This design comes from an exercise in tuning for small area, a short achievable clock period and few clock cycles on the open sky130 flow, not from production work.
At most, simulation tests tie the RTL to the original design; equivalence was not proved.
For runs 5 and 6, only the layout was checked, not whether the RTL still works.
Power and IR drop assume default switching activity.

--- design/flow/flow/run.sh ---
#!/bin/bash
# The standard layout, with changes to how it is made:
#  - ports are buffered with buf_2 cells (by default buffer_ports picks a
#    delay buffer, clkdlybuf4s50_1, which is larger and slower);
#  - clock tree synthesis adds no dummy loads and uses clkbuf_8 buffers;
set -euo pipefail
bash standard.sh \
	"SETUP_SLACK_MARGIN=5.5" "TNS_END_PERCENT=0" \
	"BUFFER_PORTS_ARGS=-buffer_cell sky130_fd_sc_hd__buf_2" \
	"CTS_ARGS=-sink_clustering_enable -repair_clock_nets -dont_use_dummy_load -buf_list sky130_fd_sc_hd__clkbuf_8" \
	finish > standard.log 2>&1
--- design/flow/standard.sh ---
#!/bin/bash
# synth_recipe.tcl (not shown) runs the flow's synth.tcl, then flattens the netlist and writes it again
# the make line also repeats each setting of config.mk as NAME=value (left out here)
make -C /OpenROAD-flow-scripts/flow DESIGN_CONFIG=/design/flow/config.mk WORK_HOME=/design/flow/orfs CLKGATE_MAP_FILE= SYNTH_SCRIPT=/design/flow/synth_recipe.tcl "${@:-finish}"
--- design/flow/config.mk ---
export PLATFORM = sky130hd
export DESIGN_NAME = IntegracaoModulos
export DESIGN_NICKNAME = IntegracaoModulos
export VERILOG_FILES = /design/flow/design.v
export SDC_FILE = /design/flow/constraint.sdc
export NUM_CORES = 4
export LEC_CHECK = 0
export CAP_MARGIN = 20
export CORE_MARGIN = 2
export CORE_UTILIZATION = 40
export SLEW_MARGIN = 20
--- design/flow/constraint.sdc ---
create_clock -name core_clock -period 9.0 [get_ports {clock}]
set_input_delay 1.8000 -clock core_clock [delete_from_list [all_inputs] [get_ports {clock}]]
set_output_delay 1.8000 -clock core_clock [all_outputs]
set_load 0.01 [all_outputs]
--- design/flow/design.v ---
module ULA (
	input  [15:0] A,
	input  [15:0] B,
	input  [4:0]  OP,
	output reg [15:0] RESU,
	output O,
	output C,
	output S,
	output Z
);
	wire [15:0] Y = OP[1] ? {16{OP[2]}} : (B ^ {16{OP[2]}});
	wire [16:0] SOMA = {1'b0, A} + {1'b0, Y} + {16'd0, OP[0]};
	wire arit_ok = (OP[2:0] != 3'b010) && (OP[2:0] != 3'b111);
	wire C_arit = SOMA[16] ^ (OP[2] & ~OP[1]);
	assign O = (A[15] == Y[15]) && (SOMA[15] != A[15]);
	wire um = (OP[3:0] == 4'b1111);
	wire [15:0] LOGICA;
	genvar i;
	generate
		for (i = 0; i < 16; i = i + 1) begin : g_logica
			assign LOGICA[i] = OP[{~B[i], ~A[i]}] && (i == 0 || !um);
		end
	endgenerate
	always @(*) begin
		if (OP[4])
			RESU = LOGICA;
		else if (!OP[3])
			RESU = arit_ok ? SOMA[15:0] : 16'd0;
		else if (OP[2:0] == 3'b000)
			RESU = {A[14:0], 1'b0};
		else if (OP[2:0] == 3'b001)
			RESU = {A[15], A[15:1]};
		else
			RESU = 16'd0;
	end
	assign C = OP[3] ? (OP[0] ? A[0] : A[15]) : C_arit;
	assign S = RESU[15];
	assign Z = (RESU == 16'd0);
endmodule
module Registrador_Flags(
	input clock,
	input reset,
	input habilita,
	input [4:0] controleOperacao,
	input Z, C, S, O,
	output reg [3:0] ZCSO       
);
	always @(posedge clock) begin
		if (reset)
			ZCSO <= 4'b0000;
		else if (habilita) begin
			case (controleOperacao)
				5'b10000: ZCSO[0] <= Z;
				5'b01000, 5'b01001: begin
					ZCSO[0] <= Z; ZCSO[1] <= C; ZCSO[2] <= S;
				end
				5'b00000, 5'b00001, 5'b00011,
				5'b00100, 5'b00101, 5'b00110: begin
					ZCSO <= {O, S, C, Z};
				end
				5'b10001, 5'b10010,
				5'b10100, 5'b10101, 5'b10110, 5'b10111,
				5'b11000, 5'b11001, 5'b11010, 5'b11011,
				5'b11100, 5'b11101, 5'b11110: begin
					ZCSO[0] <= Z; ZCSO[2] <= S;
				end
				default: ;
			endcase
		end
	end
endmodule
module TesteFlagsTemporario(
	input [3:0] RFlag_ZCSO,
	input [3:0] condicao,
	input Ver_Fal,
	output reg saida
);
	always @(*) begin
		case (condicao)
			4'b0100: saida = ~(Ver_Fal ^ RFlag_ZCSO[2]);
			4'b0101: saida = ~(Ver_Fal ^ RFlag_ZCSO[0]);
			4'b0110: saida = ~(Ver_Fal ^ RFlag_ZCSO[1]);
			4'b0111: saida = (~(Ver_Fal ^ RFlag_ZCSO[2])) | (~(Ver_Fal ^ RFlag_ZCSO[0]));
			4'b0000: saida = Ver_Fal;
			4'b0011: saida = ~(Ver_Fal ^ RFlag_ZCSO[3]);
			default: saida = 1'b0;
		endcase
	end
endmodule
module Extensor(
	input [15:0] instrucao,
	input desvia,              
	input [15:0] PC,
	input [15:0] B,
	output [15:0] proximo
);
	wire [15:0] desloc = !desvia ? 16'd1
	                   : instrucao[13] ? {{4{instrucao[11]}}, instrucao[11:0]}    
	                                   : {{8{instrucao[7]}}, instrucao[7:0]};     
	assign proximo = (desvia && instrucao[13:12] == 2'b11) ? B : PC + desloc;
endmodule
module Banco_Registro (
	input clock,
	input Hab_Lo,
	input Hab_Hi,
	input [2:0] Sel_E,
	input [15:0] E,
	input [2:0] Sel_A,
	input [2:0] Sel_B,
	output [15:0] A,
	output [15:0] B
);
	reg [127:0] registro;    
	integer i;
	always @(posedge clock)
		for (i = 0; i < 8; i = i + 1) begin
			if (Hab_Lo && Sel_E == i)
				registro[16*i +: 8] <= E[7:0];
			if (Hab_Hi && Sel_E == i)
				registro[16*i+8 +: 8] <= E[15:8];
		end
	assign A = registro[16*Sel_A +: 16];
	assign B = registro[16*Sel_B +: 16];
endmodule
module IntegracaoModulos(
	input clock,
	input reset,
	output [15:0] imem_addr,
	input  [15:0] imem_data,
	output [15:0] dmem_addr,
	output [15:0] dmem_wdata,
	output dmem_we,
	input  [15:0] dmem_rdata,
	output halted
);
	reg [15:0] PC;         
	reg [15:0] IR;         
	reg [15:0] RA, RB;     
	reg        valido;     
	reg        halted_r;   
	reg        escrita;    
	wire [1:0] formato = IR[15:14];
	wire [4:0] op = IR[10:6];
	wire [15:0] A, B, RESU, proximo;
	wire Z, C, S, O, salto;
	wire [3:0] ZCSO;
	wire eh_alu   = (formato == 2'b10);
	wire eh_store = eh_alu && (op == 5'b01011);
	wire eh_load  = eh_alu && (op == 5'b01010);
	wire eh_jreg  = (formato == 2'b00) && (IR[13:12] == 2'b11);
	wire eh_jal   = eh_jreg && !IR[11];
	wire desvia   = valido && (formato == 2'b00) && (IR[13] ? 1'b1 : salto);
	wire [2:0] Sel_E = eh_jal ? 3'd6 : IR[13:11];
	reg  [15:0] E;
	always @(*) begin
		case (formato)
			2'b01:   E = {{5{IR[10]}}, IR[10:0]};
			2'b11:   E = {IR[7:0], IR[7:0]};
			2'b10:   E = eh_load ? dmem_rdata : RESU;
			default: E = PC;
		endcase
	end
	wire escreve = valido && ((formato == 2'b01) || (eh_alu && !eh_store) || eh_jal);
	wire hab_lo = escreve || (valido && formato == 2'b11 && !IR[10]);
	wire hab_hi = escreve || (valido && formato == 2'b11 && IR[10]);
	wire [2:0] Sel_A = imem_data[5:3];
	wire [2:0] Sel_B = imem_data[2:0];
	Banco_Registro Banco_Registro(
		.clock(clock), .Hab_Lo(hab_lo), .Hab_Hi(hab_hi), .Sel_E(Sel_E), .E(E),
		.Sel_A(Sel_A), .Sel_B(Sel_B), .A(A), .B(B)
	);
	wire fA = (Sel_A == Sel_E), fB = (Sel_B == Sel_E);
	always @(posedge clock) begin
		if (reset) begin
			PC <= 16'd0;
			valido <= 1'b0;
			halted_r <= 1'b0;
			escrita <= 1'b0;
		end else begin
			PC <= proximo;
			valido <= !desvia;
			if (!desvia && imem_data == 16'h2FFF)
				halted_r <= 1'b1;
			escrita <= !desvia && (imem_data[15:14] == 2'b10) && (imem_data[10:6] == 5'b01011);
		end
		IR <= imem_data;
		RA[7:0]  <= (fA && hab_lo) ? E[7:0]  : A[7:0];
		RA[15:8] <= (fA && hab_hi) ? E[15:8] : A[15:8];
		RB[7:0]  <= (fB && hab_lo) ? E[7:0]  : B[7:0];
		RB[15:8] <= (fB && hab_hi) ? E[15:8] : B[15:8];
	end
	assign imem_addr = PC;
	assign halted = halted_r;
	Extensor Extensor(.instrucao(IR), .desvia(desvia), .PC(PC), .B(RB), .proximo(proximo));
	ULA ULA(.A(RA), .B(RB), .OP(op), .RESU(RESU), .O(O), .C(C), .S(S), .Z(Z));
	Registrador_Flags Registrador_Flags(
		.clock(clock), .reset(reset), .habilita(valido && eh_alu), .controleOperacao(op),
		.Z(Z), .C(C), .S(S), .O(O), .ZCSO(ZCSO)
	);
	TesteFlagsTemporario TesteFlagsTemporario(
		.RFlag_ZCSO(ZCSO), .condicao(IR[11:8]), .Ver_Fal(IR[12]), .saida(salto)
	);
	assign dmem_addr  = RA;
	assign dmem_wdata = RB;
	assign dmem_we    = escrita;
endmodule
==> impl_metrics.ini, run 1 <==
[synth]
ys_seq_area_share_pct = 45.2
synth-main-ff-cell = edfxtp_1
ys_seq_elements = 199
ys_async_sr_fraction_pct = 0
synth_top_area_share_pct = 33.0
synth-edff-count = 128
yosys_warnings = 5
synth_fp_nets = 1083
synthDistinctLibCells = 74
postSynthCellCount = 1016
avgSynthCellArea_um2 = 11.5
synth.area.top_cells = edfxtp_1 33%, mux4_2 15%, dfxtp_1 12%, a21oi_1 3.3%, ha_1 3.2%
mappedNetlistArea_um2 = 11600
yosysTopAreaCell = edfxtp_1

[final_layout]
final_common_cell = edfxtp_1
final_cell_mix = 128 x edfxtp_1, 82 x buf_2, 80 x mux4_2, 76 x nand2_1, 75 x a21oi_1
diodes = 0
nets = 1158
fin_area_um2 = 13300
utilization_pct = 46.2
fill_cells = 2685
syn2layout_area_growth_pct = 13.8
drive_above_1_share_pct = 27.6

[global_route]
grt_pass1_wl_um = 52500
grt_max_degree = 40
grt_pass1_vias = 8713
grt_overflow = 0
grt_usage_pct = 23.1
grt_antenna_before_repair = 0

[sta]
layout_min_cycle_time_ns = 3.57
fmax_mhz = 280
hold_viol = 0
setup_tns_ns = 0
rsz0062_at_grt = yes
final_max_slew_viol_count = 0
slew_headroom_pct = 16.4
worst-slew-pin-transition_ns = 1.25
skew_ns = 0.0455
fin_crit_sh_pct = 39.7
finalWorstSetupSlack_ns = 5.43
finalSetupViolations = 0

[power]
power_mw = 2.06
p_seq_share_pct = 52.9
p_per_area_nw_per_um2 = 155
power.internal_mw = 1.43
pwr-share-clk_pct = 21.0
p_leak_nw = 4.74
p_switching_mw = 0.629
ir_drop_uv = 88.9
swShare_pct = 30.6
p_comb_share_pct = 26.1

[floorplanning]
rows = 62
fp.dieArea_um2 = 30500
core_um2 = 28700
die_x_um = 175
io_pins = 84
die_h_um = 175
start_util_pct = 40.6

[critical_path]
worstSetupEndpointType = register
cp.required_ns = 9.18
cp-start-kind = register
crit_type = reg -> reg
crit_fanout = 19
cp.arrival_ns = 3.75

[routing]
firstDrtPassIters = 6
avgRoutedWirePerCell_um = 23.9
drc = 0
via_per_inst = 6.04
num_vias = 8902
drt_wl_total_um = 35200
postRouteAntennaNets = 0
drt_iter0_drc = 856

[cts]
cts_tree = built
ctsHoldBuffers = 0
clkSinkCount = 199
numCtsBuffers = 17
clockBufferDepth = 2
cts_root_buf = clkbuf_8
cts.clk_slew.worst_paths_ns = 0.09
h-tree-depth = 4
clk_latency_ns = 0.49

[flow_run]
maxCapViolations = 0

[run_status]
status = no timing/DRC/antenna violations

[placed_design]
dpl-instance-area_um2 = 12400
dp_hpwl_um = 24000
place.gp.congestion = 0.924
port_buffers = 83
dpl_worst_slack_ns = 4.51

[worst_hold_path]
worstHoldPathType = reg -> reg
## layer usage
metal	GRT usage, %	up-vias	share of wire, %
li1	-	4027	-
met1	31.1	4393	42
met2	36.8	391	47
met3	4.77	91	7.1
met4	9.10	0	4.0
met5	0	-	0
## cell families (layout without fill, tap and decap cells)
kind of cell	count (synthesis)	count (layout)	synth area share (%)
compound gates	253	253	14.4
xor+xnor	42	42	3.16
fa+ha+maj	33	33	3.74
buf+inv	105	178	3.86
flops	199	199	45.2
mux	104	104	17.6
simple gates	280	280	12.1
## critical path, cell delays in order, from the launching register on
cell        delay [ns]
dfxtp_4           0.38
buf_12            0.12
clkinvlp_4        0.13
buf_12            0.19
xnor2_2           0.15
ha_1              0.32
and2_4            0.16
a221o_1           0.37
o21a_1            0.21
or3_1             0.35
a31o_1            0.24
a211oi_2          0.19
nor3_1            0.11
a21oi_2           0.22
inv_2             0.11
## per-stage QoR
stage	hold slack, ns	std cells
floorplan	0.455	1016
global placement	0.473	1429
detailed placement	0.481	1429
CTS	0.495	1455
global route	0.507	1473
finish	0.495	1473
## synth_stat cells, types with 4 or more instances
| cell | number |
|---|---|
| edfxtp_1 | 128 |
| mux4_2 | 80 |
| a21oi_1 | 77 |
| nand2_1 | 77 |
| dfxtp_1 | 71 |
| nor2_1 | 62 |
| nor2b_1 | 51 |
| o21ai_0 | 41 |
| clkbuf_1 | 38 |
| xnor2_1 | 38 |
| a211oi_1 | 37 |
| inv_1 | 35 |
| ha_1 | 30 |
| nor3_1 | 25 |
| mux2i_1 | 22 |
| buf_2 | 17 |
| a31oi_1 | 14 |
| nand3_1 | 11 |
| nand2b_1 | 10 |
| or3_1 | 9 |
| a21o_1 | 8 |
| buf_1 | 8 |
| o21a_1 | 8 |
| and2_1 | 7 |
| nand4_1 | 7 |
| a311oi_1 | 6 |
| o21ai_1 | 6 |
| a221oi_1 | 4 |
| buf_6 | 4 |
| xor2_1 | 4 |
## power by group through the flow
| stage | registers, mW | logic [mW] | clock network [mW] |
|---|---|---|---|
| 3_5_place_dp | 1.11 | 0.476 | 0 |
| 3_3_place_gp | 1.11 | 0.473 | 0 |
| 2_1_floorplan | 1.08 | 0.346 | 0 |
| 4_1_cts | 1.09 | 0.499 | 0.449 |
| 5_1_grt | 1.09 | 0.583 | 0.476 |
| 6_report | 1.09 | 0.537 | 0.432 |
## registers in the layout, indices dropped and copies added, names as in the netlist
signal                   count
Banco_Registro.registro    128
IR                          16
Registrador_Flags.ZCSO       4
RB                          16
escrita                      1
RA                          16
valido                       1
halted_r                     1
PC                          16
## layout make-up
class,instances,area [um2],area share [%]
Multi-Input combinational cell,712,6200,46.8
Inverter,37,148,1.11
Clock buffer,17,234,1.77
Timing Repair Buffer,124,906,6.84
Sequential cell,199,5280,39.9
Tap cell,384,480,3.63
## path summary, 6_finish.rpt
check | slack (ns) | depth (start not counted) | to | from
setup / recovery | 5.43 | 14 | Banco_Registro.registro[9]$_DFFE_PP_ | IR[8]$_DFF_P_
hold / removal | 0.49 | 2 | Registrador_Flags.ZCSO[0]$_SDFFE_PP0P_ | Registrador_Flags.ZCSO[0]$_SDFFE_PP0P_
setup reg to reg | 5.43 | 14 | Banco_Registro.registro[9]$_DFFE_PP_ | IR[8]$_DFF_P_
hold reg to reg | 0.49 | 2 | Registrador_Flags.ZCSO[0]$_SDFFE_PP0P_ | Registrador_Flags.ZCSO[0]$_SDFFE_PP0P_
## repair_timing
item | in CTS | in global routing
endpoints found under the setup margin | 152 | 149
pin swaps | 4 | 20
gates cloned | 3 | 2
resized for setup | 39 | 46
buffers inserted | 6 | 16
Testbench counts, summed over its fixed seeds: cycles 28,186.
==> inputs of run 2 (changes only) <==
--- a/design/flow/flow/run.sh
+++ b/design/flow/flow/run.sh
@@ -5,7 +5,7 @@
 #  - clock tree synthesis adds no dummy loads and uses clkbuf_8 buffers;
 set -euo pipefail
 bash standard.sh \
-	"SETUP_SLACK_MARGIN=5.5" "TNS_END_PERCENT=0" \
+	"SETUP_SLACK_MARGIN=6" "TNS_END_PERCENT=0" \
 	"BUFFER_PORTS_ARGS=-buffer_cell sky130_fd_sc_hd__buf_2" \
 	"CTS_ARGS=-sink_clustering_enable -repair_clock_nets -dont_use_dummy_load -buf_list sky130_fd_sc_hd__clkbuf_8" \
 	finish > standard.log 2>&1
==> run 2 against run 1 <==
Still clean. Setup slack improved by 0.063 ns. Global-route usage is 0.51 points lower. First-iteration DRC count is 3.9% lower. Clock power barely moved. Clock skew fell by 0.0034 ns.
==> impl_metrics.ini, run 2 <==
[final_layout]
fin_area_um2 = 13400
diodes = 0
fill_cells = 2647
drive_above_1_share_pct = 28.5
final_cell_mix = 128 x edfxtp_1, 83 x buf_2, 80 x mux4_2, 76 x nand2_1, 73 x a21oi_1
top_register = Banco_Registro.registro
syn2layout_area_growth_pct = 14.7
final_common_cell = edfxtp_1
multi_input_area_um2 = 6230
regArea_um2 = 5280
nets = 1169
largest_reg_flops = 128

[synth]
avgSynthCellArea_um2 = 11.5
synth_common_cells = 128 x edfxtp_1, 80 x mux4_2, 77 x a21oi_1, 77 x nand2_1, 71 x dfxtp_1
synth.most_common_cell = edfxtp_1
synthDistinctLibCells = 74
synth-main-ff-cell = edfxtp_1
ys_async_sr_fraction_pct = 0
synth-edff-count = 128
yosysTopAreaCell = edfxtp_1
synth_top_area_share_pct = 33.0
ys_seq_area_share_pct = 45.2
ys_seq_elements = 199
mappedNetlistArea_um2 = 11600
synth.area.top_cells = edfxtp_1 33%, mux4_2 15%, dfxtp_1 12%, a21oi_1 3.3%, ha_1 3.2%
postSynthCellCount = 1016
synth_fp_nets = 1083
yosys_warnings = 5

[cts]
clkSinkCount = 199
clockBufferDepth = 2
cts.clk_slew.worst_paths_ns = 0.10
numCtsBuffers = 17
cts_root_buf = clkbuf_8
clk_latency_ns = 0.47
h-tree-depth = 4
cts_tree = built
ctsHoldBuffers = 0

[power]
pwr-share-clk_pct = 20.9
p_comb_share_pct = 26.2
swShare_pct = 30.6
p_leak_nw = 4.81
p_per_area_nw_per_um2 = 154
p_switching_mw = 0.630
power.internal_mw = 1.43
ir_drop_uv = 96.4
p_seq_share_pct = 52.8

[critical_path]
regToRegStartpoint = IR[8]$_DFF_P_
r2r_slack_ns = 5.49
cp_slowest_cell = or3_1
critPathLaunch = IR[8]$_DFF_P_
crit_fanout = 10
r2r_end = RB[10]$_DFF_P_
critPathMaxStageDelay_ns = 0.39
cp-start-kind = register
crit_path_end = RB[10]$_DFF_P_
crit_type = reg -> reg
worst-r2r-cell-count = 15
worstPathCellList = buf_12 -> buf_4 -> xnor2_2 -> fa_2 -> fa_2 -> nor2b_4 -> o31a_1 -> o21a_1 -> buf_4 -> or3_1 -> a31oi_4 -> a21oi_2 -> a211o_2 -> nand2_1 -> o21ai_1
cp.required_ns = 9.31
cp.arrival_ns = 3.82
worstSetupEndpointType = register

[placed_design]
dpl-instance-area_um2 = 12400
port_buffers = 83
place.gp.congestion = 0.927
dpl_worst_slack_ns = 4.66
dp_hpwl_um = 24000

[routing]
drt_iter0_drc = 823
drc = 0
avgRoutedWirePerCell_um = 23.6
firstDrtPassIters = 7
drt_wl_total_um = 35000
postRouteAntennaNets = 0
via_per_inst = 6.05
num_vias = 8977

[sta]
rsz0062_at_grt = yes
setup_tns_ns = 0
fin_crit_sh_pct = 39.0
layout_min_cycle_time_ns = 3.51
whs_ns = 0.496
finalWorstSetupSlack_ns = 5.49
skew_ns = 0.0421
hold_viol = 0
slew_headroom_pct = 31.7
fmax_mhz = 285
final_max_slew_viol_count = 0
finalSetupViolations = 0
worst-slew-pin-transition_ns = 1.02

[global_route]
grt_max_degree = 44
grt_pass1_vias = 8614
grt_antenna_before_repair = 1
grt_overflow = 0
grt_usage_pct = 22.6
grt_pass1_wl_um = 51900

[flow_run]
maxCapViolations = 0

[floorplanning]
die_x_um = 175
die_h_um = 175
start_util_pct = 40.6
fp.dieArea_um2 = 30500
core_um2 = 28700
io_pins = 84
rows = 62

[run_status]
status = no timing/DRC/antenna violations

[worst_hold_path]
worstHoldPathType = reg -> reg
run 2: cell types whose count changed in the layout (fill, tap and decap cells not counted), sizes merged:
cell,change
a211o,+1
buf,+10
clkinvlp,-1
inv,+1
run 2: kinds of logic (layout without fill, tap and decap cells):
family                   after synthesis  in the layout  synth area share (%)
AND/OR/NAND/NOR                      280            280                  12.1
flip-flops                           199            199                  45.2
XOR/XNOR                              42             42                  3.16
multiplexers                         104            104                  17.6
buffers and inverters                105            188                  3.86
adder cells (fa/ha/maj)               33             33                  3.74
AO/OA/AOI/OAI                        253            254                  14.4
run 2: how the worst min path moves through the flow:
stage          slack, ns                                    from  cells past startpoint                                endpoint
2_1_floorplan       0.46  Registrador_Flags.ZCSO[0]$_SDFFE_PP0P_                      2  Registrador_Flags.ZCSO[0]$_SDFFE_PP0P_
3_5_place_dp        0.48  Registrador_Flags.ZCSO[0]$_SDFFE_PP0P_                      2  Registrador_Flags.ZCSO[0]$_SDFFE_PP0P_
4_1_cts             0.49  Registrador_Flags.ZCSO[0]$_SDFFE_PP0P_                      2  Registrador_Flags.ZCSO[0]$_SDFFE_PP0P_
6_report            0.50  Registrador_Flags.ZCSO[0]$_SDFFE_PP0P_                      2  Registrador_Flags.ZCSO[0]$_SDFFE_PP0P_
3_3_place_gp        0.48  Registrador_Flags.ZCSO[0]$_SDFFE_PP0P_                      2  Registrador_Flags.ZCSO[0]$_SDFFE_PP0P_
5_1_grt             0.55  Registrador_Flags.ZCSO[0]$_SDFFE_PP0P_                      2  Registrador_Flags.ZCSO[0]$_SDFFE_PP0P_
run 2: area by class of cell:
type,count,area share (%)
clock buffer,17,1.75
inverter,37,1.17
multi-input combinational,713,46.7
sequential,199,39.5
tap,384,3.60
timing repair buffer,134,7.30
run 2: power by group through the flow:
stage	registers (mW)	logic (mW)	clock network (mW)
2_1_floorplan	1.08	0.355	0
3_3_place_gp	1.11	0.475	0
3_5_place_dp	1.10	0.480	0
4_1_cts	1.09	0.509	0.448
5_1_grt	1.09	0.585	0.474
6_report	1.09	0.540	0.431
run 2: repair_timing:
action                     4_1_cts  5_1_grt
buffers inserted                19        8
setup endpoints to repair      208      208
resized for setup               44       31
cloned                           3        4
pin swaps                       12       16
run 2: worst max-delay path, delay by kind of cell, from the launching register on:
kind,cells,cell delay (ns)
xor gates and xnor gates,1,0.15
adders and majority gates,2,0.50
AOI/OAI and AO/OA,6,1.37
buffers and inverters,3,0.45
and+or+nand+nor,3,0.53
DFF,1,0.36
run 2: per-stage QoR:
| stage | util [%] | cells | power (mW) |
|---|---|---|---|
| after CTS | 45.5 | 1472 | 2.04 |
| final | 46.6 | 1484 | 2.06 |
| after global placement | 43.3 | 1433 | 1.58 |
| after detailed placement | 43.3 | 1433 | 1.58 |
| after global routing | 46.6 | 1484 | 2.15 |
| after floorplan | - | 1016 | 1.44 |
run 2: layer usage:
| metal | global-route usage (%) | part of all wire [%] | vias to the layer above |
|---|---|---|---|
| li1 | - | - | 4051 |
| met2 | 36.8 | 48 | 411 |
| met4 | 8.02 | 2.9 | 2 |
| met3 | 3.33 | 7.5 | 77 |
| met5 | 0 | 0.020 | - |
| met1 | 30.8 | 42 | 4436 |
==> inputs of run 3 (changes only) <==
--- a/design/flow/flow/run.sh
+++ b/design/flow/flow/run.sh
@@ -5,7 +5,7 @@
 #  - clock tree synthesis adds no dummy loads and uses clkbuf_8 buffers;
 set -euo pipefail
 bash standard.sh \
-	"SETUP_SLACK_MARGIN=6" "TNS_END_PERCENT=0" \
+	"SETUP_SLACK_MARGIN=7" "TNS_END_PERCENT=0" \
 	"BUFFER_PORTS_ARGS=-buffer_cell sky130_fd_sc_hd__buf_2" \
 	"CTS_ARGS=-sink_clustering_enable -repair_clock_nets -dont_use_dummy_load -buf_list sky130_fd_sc_hd__clkbuf_8" \
 	finish > standard.log 2>&1
==> run 3 against run 2 <==
Critical path depth did not move. Synthesized area did not move. Critical endpoint unchanged. Still clean on timing, DRC and antenna. Design area unchanged. Sequential share of layout area unchanged. Synthesized cell count is the same.
==> impl_metrics.ini, run 3 <==
[final_layout]
syn2layout_area_growth_pct = 14.7
fill_cells = 2647
nets = 1169
top_register = Banco_Registro.registro
diodes = 0
drive_above_1_share_pct = 28.5
regArea_um2 = 5280
final_common_cell = edfxtp_1
multi_input_area_um2 = 6230
largest_reg_flops = 128
final_cell_mix = 128 x edfxtp_1, 83 x buf_2, 80 x mux4_2, 76 x nand2_1, 73 x a21oi_1
utilization_pct = 46.6

[routing]
avgRoutedWirePerCell_um = 23.6
postRouteAntennaNets = 0
via_per_inst = 6.05
firstDrtPassIters = 7
num_vias = 8977
drc = 0
drt_wl_total_um = 35000
drt_iter0_drc = 823

[sta]
fmax_mhz = 285
hold_viol = 0
finalSetupViolations = 0
fin_crit_sh_pct = 39.0
worst-slew-pin-transition_ns = 1.02
slew_headroom_pct = 31.7
setup_tns_ns = 0
skew_ns = 0.0421
rsz0062_at_grt = yes
final_max_slew_viol_count = 0
layout_min_cycle_time_ns = 3.51
whs_ns = 0.496
finalWorstSetupSlack_ns = 5.49

[cts]
ctsHoldBuffers = 0
clockBufferDepth = 2
numCtsBuffers = 17
cts_root_buf = clkbuf_8
cts.clk_slew.worst_paths_ns = 0.10
clkSinkCount = 199
h-tree-depth = 4
cts_tree = built
clk_latency_ns = 0.47

[power]
power.internal_mw = 1.43
swShare_pct = 30.6
pwr-share-clk_pct = 20.9
power_mw = 2.06
p_comb_share_pct = 26.2
p_switching_mw = 0.630
p_per_area_nw_per_um2 = 154
ir_drop_uv = 96.4
p_seq_share_pct = 52.8
p_leak_nw = 4.81

[synth]
synth_top_area_share_pct = 33.0
ys_async_sr_fraction_pct = 0
ys_seq_area_share_pct = 45.2
synth.most_common_cell = edfxtp_1
postSynthCellCount = 1016
synth_common_cells = 128 x edfxtp_1, 80 x mux4_2, 77 x a21oi_1, 77 x nand2_1, 71 x dfxtp_1
yosys_warnings = 5
synth-edff-count = 128
mappedNetlistArea_um2 = 11600
synth_fp_nets = 1083
yosysTopAreaCell = edfxtp_1
ys_seq_elements = 199
avgSynthCellArea_um2 = 11.5
synth-main-ff-cell = edfxtp_1
synth.area.top_cells = edfxtp_1 33%, mux4_2 15%, dfxtp_1 12%, a21oi_1 3.3%, ha_1 3.2%
synthDistinctLibCells = 74

[placed_design]
dp_hpwl_um = 24000
port_buffers = 83
place.gp.congestion = 0.927
dpl_worst_slack_ns = 4.66

[critical_path]
path_buf_inv = 3
path_delay_family = compound AO/OA/AOI/OAI gates
cp-start-kind = register
worstPathCellList = buf_12 -> buf_4 -> xnor2_2 -> fa_2 -> fa_2 -> nor2b_4 -> o31a_1 -> o21a_1 -> buf_4 -> or3_1 -> a31oi_4 -> a21oi_2 -> a211o_2 -> nand2_1 -> o21ai_1
cp.arrival_ns = 3.82
cp_slowest_cell = or3_1
cp.required_ns = 9.31
worstSetupEndpointType = register
crit_fanout = 10
worst-r2r-cell-count = 15
critPathMaxStageDelay_ns = 0.39
crit_type = reg -> reg
cp_num_cells = 15

[floorplanning]
start_util_pct = 40.6
rows = 62
fp.dieArea_um2 = 30500
io_pins = 84
die_x_um = 175
core_um2 = 28700
die_h_um = 175

[global_route]
grt_max_degree = 44
grt_pass1_wl_um = 51900
grt_pass1_vias = 8614
grt_antenna_before_repair = 1
grt_overflow = 0
grt_usage_pct = 22.6

[flow_run]
maxCapViolations = 0

[run_status]
status = no timing/DRC/antenna violations

[worst_hold_path]
hold-path-cell-count = 2
worstHoldPathType = reg -> reg
-- run 3: area by class of cell --
type                            instances  area share (%)
Multi-Input combinational cell        713            46.7
Sequential cell                       199            39.5
Timing Repair Buffer                  134            7.30
Tap cell                              384            3.60
Clock buffer                           17            1.75
Inverter                               37            1.17
-- run 3: through the flow --
stage | instance area (um2) | instances
after floorplan | 11800 | 1016
after global placement | 12400 | 1433
after detailed placement | 12400 | 1433
after CTS | 13100 | 1472
after global routing | 13400 | 1484
final | 13400 | 1484
-- run 3: worst register-to-register path, cell delays in order (launching register included) --
cell and delay (ns):
dfxtp_2 0.36, buf_12 0.15, buf_4 0.16, xnor2_2 0.15, fa_2 0.26, fa_2 0.24
nor2b_4 0.05, o31a_1 0.34, o21a_1 0.23, buf_4 0.14, or3_1 0.39, a31oi_4 0.24
a21oi_2 0.12, a211o_2 0.38, nand2_1 0.09, o21ai_1 0.06
-- run 3: power by group through the flow --
stage                     registers [mW]  logic (mW)  clock network (mW)
after detailed placement            1.10       0.480                   0
after CTS                           1.09       0.509               0.448
after floorplan                     1.08       0.355                   0
final                               1.09       0.540               0.431
after global routing                1.09       0.585               0.474
after global placement              1.11       0.475                   0
-- run 3: logic make-up after synthesis --
| group | after synthesis | synth area share, % |
|---|---|---|
| XOR/XNOR | 42 | 3.16 |
| adder cells (fa/ha/maj) | 33 | 3.74 |
| flip-flops | 199 | 45.2 |
| AND/OR/NAND/NOR | 280 | 12.1 |
| AO/OA/AOI/OAI | 253 | 14.4 |
| multiplexers | 104 | 17.6 |
| buffers and inverters | 105 | 3.86 |
-- run 3: worst paths after layout --
check                                         start                                      to  slack (ns)
min reg2reg  Registrador_Flags.ZCSO[0]$_SDFFE_PP0P_  Registrador_Flags.ZCSO[0]$_SDFFE_PP0P_        0.50
min          Registrador_Flags.ZCSO[0]$_SDFFE_PP0P_  Registrador_Flags.ZCSO[0]$_SDFFE_PP0P_        0.50
max                                   IR[8]$_DFF_P_                          RB[10]$_DFF_P_        5.49
max reg2reg                           IR[8]$_DFF_P_                          RB[10]$_DFF_P_        5.49
-- run 3: repair_timing --
action | in CTS | in global routing
gates cloned | 3 | 4
gates resized for setup | 44 | 31
pin swaps | 12 | 16
setup endpoints to repair | 367 | 367
buffers inserted | 19 | 8
-- run 3: per-layer routing --
layer / track usage [%] / vias up / share of wire (%)
met2: 36.8 / 411 / 48
met1: 30.8 / 4436 / 42
met4: 8.02 / 2 / 2.9
met3: 3.33 / 77 / 7.5
li1: - / 4051 / -
met5: 0 / - / 0.020
==> inputs of run 4 (changes only) <==
--- a/design/flow/flow/run.sh
+++ b/design/flow/flow/run.sh
@@ -5,7 +5,7 @@
 #  - clock tree synthesis adds no dummy loads and uses clkbuf_8 buffers;
 set -euo pipefail
 bash standard.sh \
-	"SETUP_SLACK_MARGIN=7" "TNS_END_PERCENT=0" \
+	"SETUP_SLACK_MARGIN=5.5" \
 	"BUFFER_PORTS_ARGS=-buffer_cell sky130_fd_sc_hd__buf_2" \
 	"CTS_ARGS=-sink_clustering_enable -repair_clock_nets -dont_use_dummy_load -buf_list sky130_fd_sc_hd__clkbuf_8" \
 	finish > standard.log 2>&1
==> run 4 against run 3 <==
Count of clock-buffer cells in the layout is the same. Via count rose by 0.80%. Routed wire length up 2.1%. Still clean on timing, DRC and antenna. Core utilization up 1.3 points. Synthesized area did not move. Critical endpoint is now Banco_Registro.registro[73]$_DFFE_PP_. Critical path depth is 1 lower. Flip-flop and latch count did not move. Clock skew is 0.0087 ns higher. First-iteration DRC count up 10%. Critical path type unchanged. Clock power grew 2%.
==> impl_metrics.ini, run 4 <==
[run_status]
status = no timing/DRC/antenna violations

[critical_path]
regToRegStartpoint = IR[8]$_DFF_P_
cpMostUsedCell = buf_12
cp_slowest_cell = a221o_1
r2r_end = Banco_Registro.registro[73]$_DFFE_PP_
cp.arrival_ns = 3.65
worst-r2r-cell-count = 14
worstSetupEndpointType = register
crit_type = reg -> reg
worstPathCellList = buf_12 -> clkinvlp_4 -> buf_12 -> xnor2_4 -> ha_4 -> and2_4 -> a221o_1 -> o21a_1 -> or3_1 -> a31o_1 -> a211oi_2 -> nor3_2 -> a21oi_2 -> inv_2
critPathLaunch = IR[8]$_DFF_P_
cp.required_ns = 9.17
cp-start-kind = register
critPathMaxStageDelay_ns = 0.39
r2r_slack_ns = 5.52
crit_fanout = 8
path_delay_family = compound AO/OA/AOI/OAI gates
path_buf_inv = 4

[synth]
yosysTopAreaCell = edfxtp_1
synth_xor_area_share_pct = 3.16
synth_common_cells = 128 x edfxtp_1, 80 x mux4_2, 77 x a21oi_1, 77 x nand2_1, 71 x dfxtp_1
synth.most_common_cell = edfxtp_1
ys_seq_area_share_pct = 45.2
synth-main-ff-cell = edfxtp_1
synth.area.top_cells = edfxtp_1 33%, mux4_2 15%, dfxtp_1 12%, a21oi_1 3.3%, ha_1 3.2%
synth_fp_nets = 1083
ys_async_sr_fraction_pct = 0
mappedNetlistArea_um2 = 11600
synthDistinctLibCells = 74
synth_compound_area_share_pct = 14.4
ys_seq_elements = 199
synth_top_area_share_pct = 33.0
post_synth_mux_area_share_pct = 17.6
postSynthCellCount = 1016
avgSynthCellArea_um2 = 11.5
synth_top_family_by_area = multiplexers
yosys.area_share.adder_pct = 3.74
yosys_warnings = 5
synthSimpleGateAreaFrac_pct = 12.1
synth-edff-count = 128

[global_route]
grt_pass1_wl_um = 52900
grt_overflow = 0
met3_usage_pct = 4.29
grt_use_met2_pct = 37.0
grt_usage_pct = 23.2
grt_antenna_before_repair = 0
grt_max_degree = 37
grt_pass1_vias = 8581
grt_util_met1_pct = 32.2
grt_busiest_layer = met2

[sta]
final_max_slew_viol_count = 0
skew_ns = 0.0508
layout_min_cycle_time_ns = 3.48
finalSetupViolations = 0
setup_tns_ns = 0
slew_headroom_pct = 30.3
worst-slew-pin-transition_ns = 1.04
hold_viol = 0
rsz0062_at_grt = yes
whs_ns = 0.497
fmax_mhz = 287
fin_crit_sh_pct = 38.7

[cts]
clockBufferDepth = 2
numCtsBuffers = 17
cts.clk_slew.worst_paths_ns = 0.09
clkSinkCount = 199
clk_latency_ns = 0.49
cts_tree = built
cts_root_buf = clkbuf_8
h-tree-depth = 4

[routing]
via_per_inst = 6.07
num_vias = 9049
avgRoutedWirePerCell_um = 24.0
drc = 0
drt_iter0_drc = 909
firstDrtPassIters = 5
postRouteAntennaNets = 0
drt_wl_total_um = 35700

[final_layout]
syn2layout_area_growth_pct = 18.0
fin_area_um2 = 13700
largest_reg_flops = 128
drive_above_1_share_pct = 32.4
diodes = 0
final_common_cell = edfxtp_1
final_cell_mix = 128 x edfxtp_1, 82 x buf_2, 80 x mux4_2, 75 x nand2_1, 71 x a21oi_1
fin_cells = 1492
nets = 1177
top_register = Banco_Registro.registro

[placed_design]
dp.cells = 1430
place.gp.congestion = 0.905
dp_hpwl_um = 24000
dpl-instance-area_um2 = 12400
port_buffers = 83

[power]
power_mw = 2.12
p_per_area_nw_per_um2 = 154
p_leak_nw = 4.91
ir_drop_uv = 88.3

[floorplanning]
io_pins = 84
die_x_um = 175
rows = 62
die_h_um = 175
fp.dieArea_um2 = 30500
core_um2 = 28700
start_util_pct = 40.6

[flow_run]
maxCapViolations = 0

[worst_hold_path]
hp-start = Registrador_Flags.ZCSO[0]$_SDFFE_PP0P_
min_to = Registrador_Flags.ZCSO[0]$_SDFFE_PP0P_
hold-path-cell-count = 2
worstHoldPathType = reg -> reg
## run 4: final cells by class
type	count	area, um2
sequential	199	5290
clock buffer	17	234
inverter	37	151
multi-input combinational	712	6550
fill	2606	15000
tap	384	480
timing repair buffer	143	1040
## run 4: worst max path at each step
stage / depth (start not counted) / to / slack [ns]
2_1_floorplan: 6 / RA[13]$_DFF_P_ / 5.53
3_3_place_gp: 18 / PC[15]$_SDFF_PP0_ / 4.60
3_5_place_dp: 18 / PC[15]$_SDFF_PP0_ / 4.46
4_1_cts: 18 / PC[15]$_SDFF_PP0_ / 5.47
5_1_grt: 17 / PC[15]$_SDFF_PP0_ / 5.32
6_report: 14 / Banco_Registro.registro[73]$_DFFE_PP_ / 5.52
## run 4: what timing repair did
action / 4_1_cts / 5_1_grt
pin swaps: 12 / 59
hold buffers: 0 / 0
resized for setup: 50 / 93
buffers inserted: 17 / 24
gates cloned: 3 / 1
setup endpoints to repair: 156 / 109
hold endpoints to repair: 0 / 0
## run 4: metal layers
layer / part of all wire [%] / vias to the layer above
met3: 8.1 / 64
met5: 0 / -
met2: 47 / 427
met1: 42 / 4497
li1: - / 4061
met4: 2.9 / 0
## run 4: report_power, final
part	switching, mW	internal (mW)
clock	0.270	0.168
sequential	0.0683	1.02
combinational	0.317	0.275
total	0.656	1.46
## run 4: cell families after synthesis
group / Yosys count
XOR/XNOR: 42
buffers and inverters: 105
AO/OA/AOI/OAI: 253
flip-flops: 199
AND/OR/NAND/NOR: 280
multiplexers: 104
adder cells (fa/ha/maj): 33
## run 4: worst min-delay path, cell delays in order (launching register included)
cell and delay, ns:
dfxtp_1 0.34, nand2b_1 0.07, o21ai_1 0.05
## run 4: per-stage QoR
stage          util, %  setup WS (ns)
5_1_grt           47.9           5.32
6_report          47.9           5.52
3_3_place_gp      43.2           4.60
4_1_cts           45.4           5.47
3_5_place_dp      43.2           4.46
2_1_floorplan        -           5.53
==> inputs of run 5 (changes only) <==
--- a/design/flow/design.v
+++ b/design/flow/design.v
@@ -9,7 +9,8 @@
 	output Z
 );
 	wire [15:0] Y = OP[1] ? {16{OP[2]}} : (B ^ {16{OP[2]}});
-	wire [16:0] SOMA = {1'b0, A} + {1'b0, Y} + {16'd0, OP[0]};
+	wire [17:0] SOMA_X = {1'b0, A, 1'b1} + {1'b0, Y, OP[0]};
+	wire [16:0] SOMA = SOMA_X[17:1];
 	wire arit_ok = (OP[2:0] != 3'b010) && (OP[2:0] != 3'b111);
 	wire C_arit = SOMA[16] ^ (OP[2] & ~OP[1]);
 	assign O = (A[15] == Y[15]) && (SOMA[15] != A[15]);
==> run 5 against run 4 <==
Sequential power barely moved. Sequential share of layout area up 0.24 points. Global-route usage down 0.53 points. Synthesized area grew 0.60%. Critical path type unchanged. Largest cell class unchanged.
==> impl_metrics.ini, run 5 <==
[routing]
drt_wl_total_um = 35400
drt_iter0_drc = 777
postRouteAntennaNets = 0
num_vias = 9014
drc = 0
avgRoutedWirePerCell_um = 23.8
firstDrtPassIters = 5
via_per_inst = 6.07

[synth]
postSynthCellCount = 1008
synth_common_cells = 128 x edfxtp_1, 95 x a21oi_1, 82 x mux4_2
synth.most_common_cell = edfxtp_1
yosys_warnings = 5
avgSynthCellArea_um2 = 11.6
mappedNetlistArea_um2 = 11700
synth-edff-count = 128
ys_seq_elements = 199
synthDistinctLibCells = 87
yosysTopAreaCell = edfxtp_1
synth_top_area_share_pct = 32.8
ys_seq_area_share_pct = 44.9
synth_fp_nets = 1076
ys_async_sr_fraction_pct = 0
synth.area.top_cells = edfxtp_1 33%, mux4_2 16%, dfxtp_1 12%, a21oi_1 4.1%, ha_1 3.4%
synth-main-ff-cell = edfxtp_1

[power]
p_switching_mw = 0.658
swShare_pct = 31.4
power_mw = 2.10
pwr-share-clk_pct = 21.2
p_per_area_nw_per_um2 = 154
p_comb_share_pct = 27.2
p_leak_nw = 4.86
power.internal_mw = 1.44
ir_drop_uv = 84.9
p_seq_share_pct = 51.6

[critical_path]
critPathMaxStageDelay_ns = 0.33
cpMostUsedCell = a21oi_2
cp.arrival_ns = 4.02
regToRegStartpoint = IR[8]$_DFF_P_
cp_slowest_cell = dfxtp_2
r2r_slack_ns = 5.38
worstSetupEndpointType = register
r2r_end = PC[14]$_SDFF_PP0_
crit_fanout = 8
worstPathCellList = buf_12 -> nand2b_4 -> o221a_1 -> a21oi_2 -> a31oi_2 -> nor2b_4 -> nand2_1 -> ha_2 -> inv_2 -> fa_2 -> nor2b_2 -> o31a_1 -> o211ai_1 -> a21oi_2 -> o31ai_4 -> o21ai_2 -> nor4b_2 -> a211o_1
cp-start-kind = register
crit_type = reg -> reg
cp.required_ns = 9.41
worst-r2r-cell-count = 18

[flow_run]
maxCapViolations = 0

[sta]
slew_headroom_pct = 30.9
skew_ns = 0.0445
final_max_slew_viol_count = 0
setup_tns_ns = 0
finalSetupViolations = 0
fin_crit_sh_pct = 40.2
worst-slew-pin-transition_ns = 1.03
fmax_mhz = 277
hold_viol = 0
rsz0062_at_grt = yes
layout_min_cycle_time_ns = 3.62

[global_route]
grt_overflow = 0
grt_pass1_wl_um = 52300
grt_usage_pct = 22.6
grt_antenna_before_repair = 0
grt_max_degree = 51
grt_pass1_vias = 8705

[worst_hold_path]
worstHoldPathType = reg -> reg
hp-start = Registrador_Flags.ZCSO[3]$_SDFFE_PP0P_
min_to = Registrador_Flags.ZCSO[3]$_SDFFE_PP0P_
hold-path-cell-count = 2

[placed_design]
dp.cells = 1427
port_buffers = 83
place.gp.congestion = 0.878
dpl-instance-area_um2 = 12500
dp_hpwl_um = 24300

[cts]
cts_root_buf = clkbuf_8
cts.clk_slew.worst_paths_ns = 0.09
h-tree-depth = 4
ctsHoldBuffers = 0
numCtsBuffers = 17
clockBufferDepth = 2
clkSinkCount = 199
clk_latency_ns = 0.48
cts_tree = built

[final_layout]
final_common_cell = edfxtp_1
nets = 1172
fin_area_um2 = 13600
top_register = Banco_Registro.registro
final_cell_mix = 128 x edfxtp_1, 83 x a21oi_1, 83 x mux4_2, 83 x buf_2, 69 x nand2_1
fin_cells = 1486
largest_reg_flops = 128
diodes = 0
syn2layout_area_growth_pct = 16.4
drive_above_1_share_pct = 31.6

[floorplanning]
die_h_um = 175
io_pins = 84
die_x_um = 175
fp.dieArea_um2 = 30700
start_util_pct = 40.7
core_um2 = 28800
rows = 62

[run_status]
status = no timing/DRC/antenna violations
-- run 5: cell types whose count changed after synthesis, moves of 6 or more --
| cell | delta |
|---|---|
| a21oi_1 | +18 |
| a31oi_1 | -9 |
| clkbuf_1 | +6 |
| mux2i_1 | -6 |
| nor3_1 | -6 |
| o21ai_0 | -22 |
| or3_1 | -6 |
-- run 5: final cells by class --
| type | count | area [um2] |
|---|---|---|
| clock buffers | 17 | 234 |
| fillers | 2607 | 15100 |
| inverters | 31 | 126 |
| multi-input cells | 709 | 6490 |
| flip-flops and latches | 199 | 5280 |
| well taps | 384 | 480 |
| repair buffers | 146 | 1020 |
-- run 5: logic make-up after synthesis --
group                    share of synthesized area (%)
multiplexers                                      17.4
buffers and inverters                             3.67
adder cells (fa/ha/maj)                           3.76
AO/OA/AOI/OAI                                     14.5
XOR/XNOR                                          3.21
flip-flops                                        44.9
AND/OR/NAND/NOR                                   12.5
-- run 5: worst max-delay path by stage --
stage / from / endpoint / slack, ns / cells after the start
after floorplan: imem_data[3] / RA[5]$_DFF_P_ / 5.51 / 8
after global placement: IR[8]$_DFF_P_ / Banco_Registro.registro[26]$_DFFE_PP_ / 4.75 / 13
after detailed placement: IR[8]$_DFF_P_ / Banco_Registro.registro[42]$_DFFE_PP_ / 4.73 / 13
after CTS: imem_data[3] / RA[2]$_DFF_P_ / 5.50 / 7
after global routing: IR[8]$_DFF_P_ / PC[14]$_SDFF_PP0_ / 5.25 / 18
final: IR[8]$_DFF_P_ / PC[14]$_SDFF_PP0_ / 5.38 / 18
-- run 5: what timing repair did --
| item | CTS | global route |
|---|---|---|
| cloned | 2 | 2 |
| endpoints found under the setup margin | 108 | 100 |
| pin swaps | 21 | 31 |
| resized for setup | 50 | 59 |
| buffers inserted | 15 | 23 |
-- run 5: critical path, delay by kind of cell (launching register included) --
kind,cells,cell delay (ns)
adders and majority gates,2,0.41
buffers and inverters,2,0.20
AOI/OAI and AO/OA,9,1.92
DFF,1,0.33
and+or+nand+nor,5,0.73
-- run 5: power groups by stage --
stage / Combinational [mW] / Sequential (mW) / Clock (mW)
finish: 0.569 / 1.08 / 0.445
global route: 0.615 / 1.08 / 0.486
CTS: 0.520 / 1.08 / 0.457
detailed placement: 0.483 / 1.10 / 0
global placement: 0.479 / 1.10 / 0
floorplan: 0.348 / 1.08 / 0
-- run 5: stage by stage --
| stage | hold WS (ns) | setup slack [ns] | utilization, % |
|---|---|---|---|
| 3_5_place_dp | 0.513 | 4.73 | 43.4 |
| 3_3_place_gp | 0.514 | 4.75 | 43.4 |
| 6_report | 0.532 | 5.38 | 47.4 |
| 2_1_floorplan | 0.462 | 5.51 | - |
| 5_1_grt | 0.561 | 5.25 | 47.4 |
| 4_1_cts | 0.523 | 5.50 | 45.6 |
-- run 5: routing by layer --
metal | track usage [%] | vias up | share of wire (%)
li1 | - | 4055 | -
met1 | 30.6 | 4494 | 42
met2 | 36.0 | 392 | 47
met3 | 3.98 | 73 | 7.3
met4 | 9.31 | 0 | 3.6
met5 | 0 | - | 0
==> inputs of run 6 (changes only) <==
--- a/design/flow/design.v
+++ b/design/flow/design.v
@@ -9,34 +9,69 @@
 	output Z
 );
 	wire [15:0] Y = OP[1] ? {16{OP[2]}} : (B ^ {16{OP[2]}});
-	wire [17:0] SOMA_X = {1'b0, A, 1'b1} + {1'b0, Y, OP[0]};
-	wire [16:0] SOMA = SOMA_X[17:1];
+	wire cin = OP[0];
+	wire [15:0] P = A ^ Y;
+	wire [15:0] G = A & Y;
+	wire [15:0] gg0, pp0, gg1, pp1, gg2, pp2, gg3, pp3, gg4;
+	assign gg0 = {G[15:1], G[0] | (P[0] & cin)};
+	assign pp0 = P;
+	genvar i;
+	generate
+		for (i = 0; i < 16; i = i + 1) begin : g_pref
+			if (i >= 1) begin : l1
+				assign gg1[i] = gg0[i] | (pp0[i] & gg0[i-1]);
+				assign pp1[i] = pp0[i] & pp0[i-1];
+			end else begin : l1b
+				assign gg1[i] = gg0[i];
+				assign pp1[i] = pp0[i];
+			end
+			if (i >= 2) begin : l2
+				assign gg2[i] = gg1[i] | (pp1[i] & gg1[i-2]);
+				assign pp2[i] = pp1[i] & pp1[i-2];
+			end else begin : l2b
+				assign gg2[i] = gg1[i];
+				assign pp2[i] = pp1[i];
+			end
+			if (i >= 4) begin : l3
+				assign gg3[i] = gg2[i] | (pp2[i] & gg2[i-4]);
+				assign pp3[i] = pp2[i] & pp2[i-4];
+			end else begin : l3b
+				assign gg3[i] = gg2[i];
+				assign pp3[i] = pp2[i];
+			end
+			if (i >= 8) begin : l4
+				assign gg4[i] = gg3[i] | (pp3[i] & gg3[i-8]);
+			end else begin : l4b
+				assign gg4[i] = gg3[i];
+			end
+		end
+	endgenerate
+	wire [16:0] carry = {gg4, cin};           
+	wire [15:0] SOMA = P ^ carry[15:0];
 	wire arit_ok = (OP[2:0] != 3'b010) && (OP[2:0] != 3'b111);
-	wire C_arit = SOMA[16] ^ (OP[2] & ~OP[1]);
-	assign O = (A[15] == Y[15]) && (SOMA[15] != A[15]);
+	wire C_arit = carry[16] ^ (OP[2] & ~OP[1]);
+	assign O = carry[16] ^ carry[15];
+	wire Z_arit = &(P ^ ~{A[14:0] | Y[14:0], cin});
 	wire um = (OP[3:0] == 4'b1111);
 	wire [15:0] LOGICA;
-	genvar i;
 	generate
 		for (i = 0; i < 16; i = i + 1) begin : g_logica
 			assign LOGICA[i] = OP[{~B[i], ~A[i]}] && (i == 0 || !um);
 		end
 	endgenerate
+	wire [15:0] DESLOC = (OP[2:0] == 3'b000) ? {A[14:0], 1'b0}
+	                   : (OP[2:0] == 3'b001) ? {A[15], A[15:1]} : 16'd0;
 	always @(*) begin
 		if (OP[4])
 			RESU = LOGICA;
 		else if (!OP[3])
-			RESU = arit_ok ? SOMA[15:0] : 16'd0;
-		else if (OP[2:0] == 3'b000)
-			RESU = {A[14:0], 1'b0};
-		else if (OP[2:0] == 3'b001)
-			RESU = {A[15], A[15:1]};
+			RESU = arit_ok ? SOMA : 16'd0;
 		else
-			RESU = 16'd0;
+			RESU = DESLOC;
 	end
 	assign C = OP[3] ? (OP[0] ? A[0] : A[15]) : C_arit;
 	assign S = RESU[15];
-	assign Z = (RESU == 16'd0);
+	assign Z = OP[4] ? (LOGICA == 16'd0) : !OP[3] ? (!arit_ok || Z_arit) : (DESLOC == 16'd0);
 endmodule
 module Registrador_Flags(
 	input clock,
==> design/flow/run.sh (new file) <==
#!/bin/bash
# synth_recipe.tcl (not shown) runs the flow's synth.tcl, then flattens the netlist and writes it again
# the make line also repeats each setting of config.mk as NAME=value (left out here)
make -C /OpenROAD-flow-scripts/flow DESIGN_CONFIG=/design/flow/config.mk WORK_HOME=/design/flow/orfs CLKGATE_MAP_FILE= SYNTH_SCRIPT=/design/flow/synth_recipe.tcl finish
--- a/design/flow/config.mk
+++ b/design/flow/config.mk
@@ -8,4 +8,5 @@
 export CAP_MARGIN = 20
 export CORE_MARGIN = 2
 export CORE_UTILIZATION = 40
+export SETUP_SLACK_MARGIN = 5
 export SLEW_MARGIN = 20
removed: design/flow/flow/run.sh
removed: design/flow/standard.sh
==> run 6 against run 5 <==
Cell count increased by 5.5%. Highest routed layer unchanged. Sequential share of layout area decreased by 1.8 points. Critical path type unchanged. Clock power increased by 81%.
==> impl_metrics.ini, run 6 <==
[synth]
synth-edff-count = 128
avgSynthCellArea_um2 = 11.2
synth.most_common_cell = edfxtp_1
ys_seq_elements = 199
synth_common_cells = 128 x edfxtp_1, 106 x nand2_1, 80 x mux4_2
synth_fp_nets = 1185
synth_top_area_share_pct = 31.2
synth-main-ff-cell = edfxtp_1
mappedNetlistArea_um2 = 12300
postSynthCellCount = 1103
yosys_warnings = 5
synth.area.top_cells = edfxtp_1 31%, mux4_2 15%, dfxtp_1 12%, ha_1 4.6%, nand2_1 3.2%
ys_async_sr_fraction_pct = 0
synthDistinctLibCells = 78
yosysTopAreaCell = edfxtp_1
ys_seq_area_share_pct = 42.8

[routing]
firstDrtPassIters = 7
top_layer = met4
drt_wl_total_um = 39600
wl_met1_um = 16500
postRouteAntennaNets = 0
drc = 0
routed-wl-met2_um = 18600
drt_iter0_drc = 892
via_per_inst = 6.13
dr_wl_met3_um = 2920
avgRoutedWirePerCell_um = 25.2
num_vias = 9616

[critical_path]
worstSetupEndpointType = register
r2r_slack_ns = 5.08
crit_fanout = 43
regToRegStartpoint = IR[10]$_DFF_P_
cp.required_ns = 9.35
cp.arrival_ns = 4.27
cp-start-kind = register
crit_type = reg -> reg
critPathLaunch = IR[10]$_DFF_P_

[placed_design]
dpl-instance-area_um2 = 13500
place.gp.congestion = 0.987
port_buffers = 83
dp_hpwl_um = 28300
dpl_worst_slack_ns = 4.51
dp.cells = 1527

[final_layout]
fin_area_um2 = 14300
final_cell_mix = 128 x edfxtp_1, 106 x nand2_1, 80 x mux4_2, 80 x clkdlybuf4s50_1, 69 x dfxtp_1
nets = 1241
largest_reg_flops = 128
drive_above_1_share_pct = 16.6
top_register = Banco_Registro.registro
diodes = 0
final_common_cell = edfxtp_1
fin_cells = 1568
syn2layout_area_growth_pct = 16.0

[power]
ir_drop_uv = 142
p_leak_nw = 5.30
p_per_area_nw_per_um2 = 175

[global_route]
grt_max_degree = 45
grt_overflow = 0
grt_antenna_before_repair = 0
grt_pass1_vias = 9455
grt_pass1_wl_um = 59000
grt_usage_pct = 24.3

[cts]
clk_latency_ns = 0.45
cts.clk_slew.worst_paths_ns = 0.08
cts_tree = built
h-tree-depth = 4
clkSinkCount = 199
clockBufferDepth = 2
numCtsBuffers = 17
ctsHoldBuffers = 0
cts_root_buf = clkbuf_16

[sta]
slew_headroom_pct = 29.1
setup_tns_ns = 0
hold_viol = 0
worst-slew-pin-transition_ns = 1.06
final_max_slew_viol_count = 0
skew_ns = 0.0170
finalWorstSetupSlack_ns = 5.08
layout_min_cycle_time_ns = 3.92
rsz0062_at_grt = yes
fin_crit_sh_pct = 43.6
finalSetupViolations = 0
fmax_mhz = 255

[floorplanning]
rows = 64
die_x_um = 179
start_util_pct = 40.5
fp.dieArea_um2 = 32200
io_pins = 84
die_h_um = 179
core_um2 = 30400

[run_status]
status = no timing/DRC/antenna violations

[worst_hold_path]
worstHoldPathType = reg -> reg
hp-start = halted_r$_SDFFE_PP0P_

[flow_run]
maxCapViolations = 0
## run 6: changes by cell type after synthesis, moves of 21 or more
cell | before | now
nor2b_1 | 55 | 13
nand2_1 | 72 | 106
a21oi_1 | 95 | 63
a211oi_1 | 38 | 7
inv_1 | 30 | 53
xor2_1 | 8 | 29
## run 6: timing repair
item	CTS	global route
pin swaps	1	1
endpoints found under the setup margin	67	83
resized for setup	7	17
buffers inserted	5	4
## run 6: final timing paths
check | to | cells after the start
max reg2reg | PC[14]$_SDFF_PP0_ | 16
min reg2reg | halted_r$_SDFFE_PP0P_ | 2
min | halted_r$_SDFFE_PP0P_ | 2
max | PC[14]$_SDFF_PP0_ | 16
## run 6: final cells by class
| cell class | instances | area [um2] |
|---|---|---|
| clock buffers | 20 | 447 |
| clock inverters | 12 | 163 |
| fillers | 2765 | 16100 |
| inverters | 56 | 223 |
| multi-input cells | 773 | 6620 |
| flip-flops and latches | 199 | 5270 |
| well taps | 396 | 495 |
| repair buffers | 112 | 1060 |
## run 6: cell families after synthesis
family / synth area share [%]
AND/OR/NAND/NOR: 11.2
XOR/XNOR: 4.05
buffers and inverters: 4.23
AO/OA/AOI/OAI: 13.9
flip-flops: 42.8
multiplexers: 18.8
adder cells (fa/ha/maj): 5.06
## run 6: worst max-delay path, stage by stage, from the launching register on
cell,delay [ns]
dfxtp_1,0.32
buf_6,0.32
clkinvlp_4,0.34
a31oi_1,0.29
o21ai_2,0.16
a21oi_4,0.36
nand2b_1,0.11
ha_1,0.22
inv_1,0.08
fa_1,0.22
nor2b_1,0.08
o2111ai_1,0.30
a31oi_2,0.18
a221o_1,0.37
a31oi_1,0.23
xnor2_1,0.10
a21o_1,0.15
## run 6: metal layers
| layer | up-vias | track usage [%] |
|---|---|---|
| li1 | 4305 | - |
| met1 | 4766 | 32.3 |
| met2 | 446 | 38.9 |
| met3 | 99 | 4.11 |
| met4 | 0 | 10.9 |
| met5 | - | 0 |
## run 6: through the flow
stage	hold slack, ns	util (%)	power, mW
CTS	0.481	46.6	2.50
finish	0.481	46.9	2.50
detailed placement	0.464	44.4	1.69
global route	0.534	46.9	2.59
floorplan	0.473	-	1.47
global placement	0.454	44.3	1.69
## run 6: power breakdown
group / switching, mW / internal (mW)
sequential: 0.0768 / 1.02
combinational: 0.337 / 0.261
clock: 0.354 / 0.451
total: 0.768 / 1.73

## port drivers added, routing unchanged
How much do the figures lean on ideal ports? The routed layouts below were timed once more, with nothing changed but the port constraints.
Step 1 sets driving cells, clkbuf_16 on the clock port and buf_2 on the other inputs (assumed; they add their load-dependent delay and slew).
Step 2 times the ports against the registers' clock, not the clock port: input delays grow and output delays shrink by t, the midpoint of the rising clock arrivals with the driver on.
a / b / c = no drivers / after step 1 / after step 2; a / b = the first two.
run	t (ns)	slack for setup (ns)	cell pins on the clock port's net
run 1	0.510	5.425 / 5.425 / 4.984	1
run 2	0.502	5.488 / 5.488 / 5.110	1
run 3	0.502	5.488 / 5.488 / 5.110	1
run 4	0.511	5.521 / 5.521 / 5.189	1
run 5	0.497	5.385 / 5.385 / 5.232	1
run 6	0.495	5.080 / 5.080 / 4.731	1
After both steps every run listed still meets setup and hold. For run 1, which loses most, drivers alone change the setup slack by 0.000 ns; drivers and shift together by -0.441 ns.
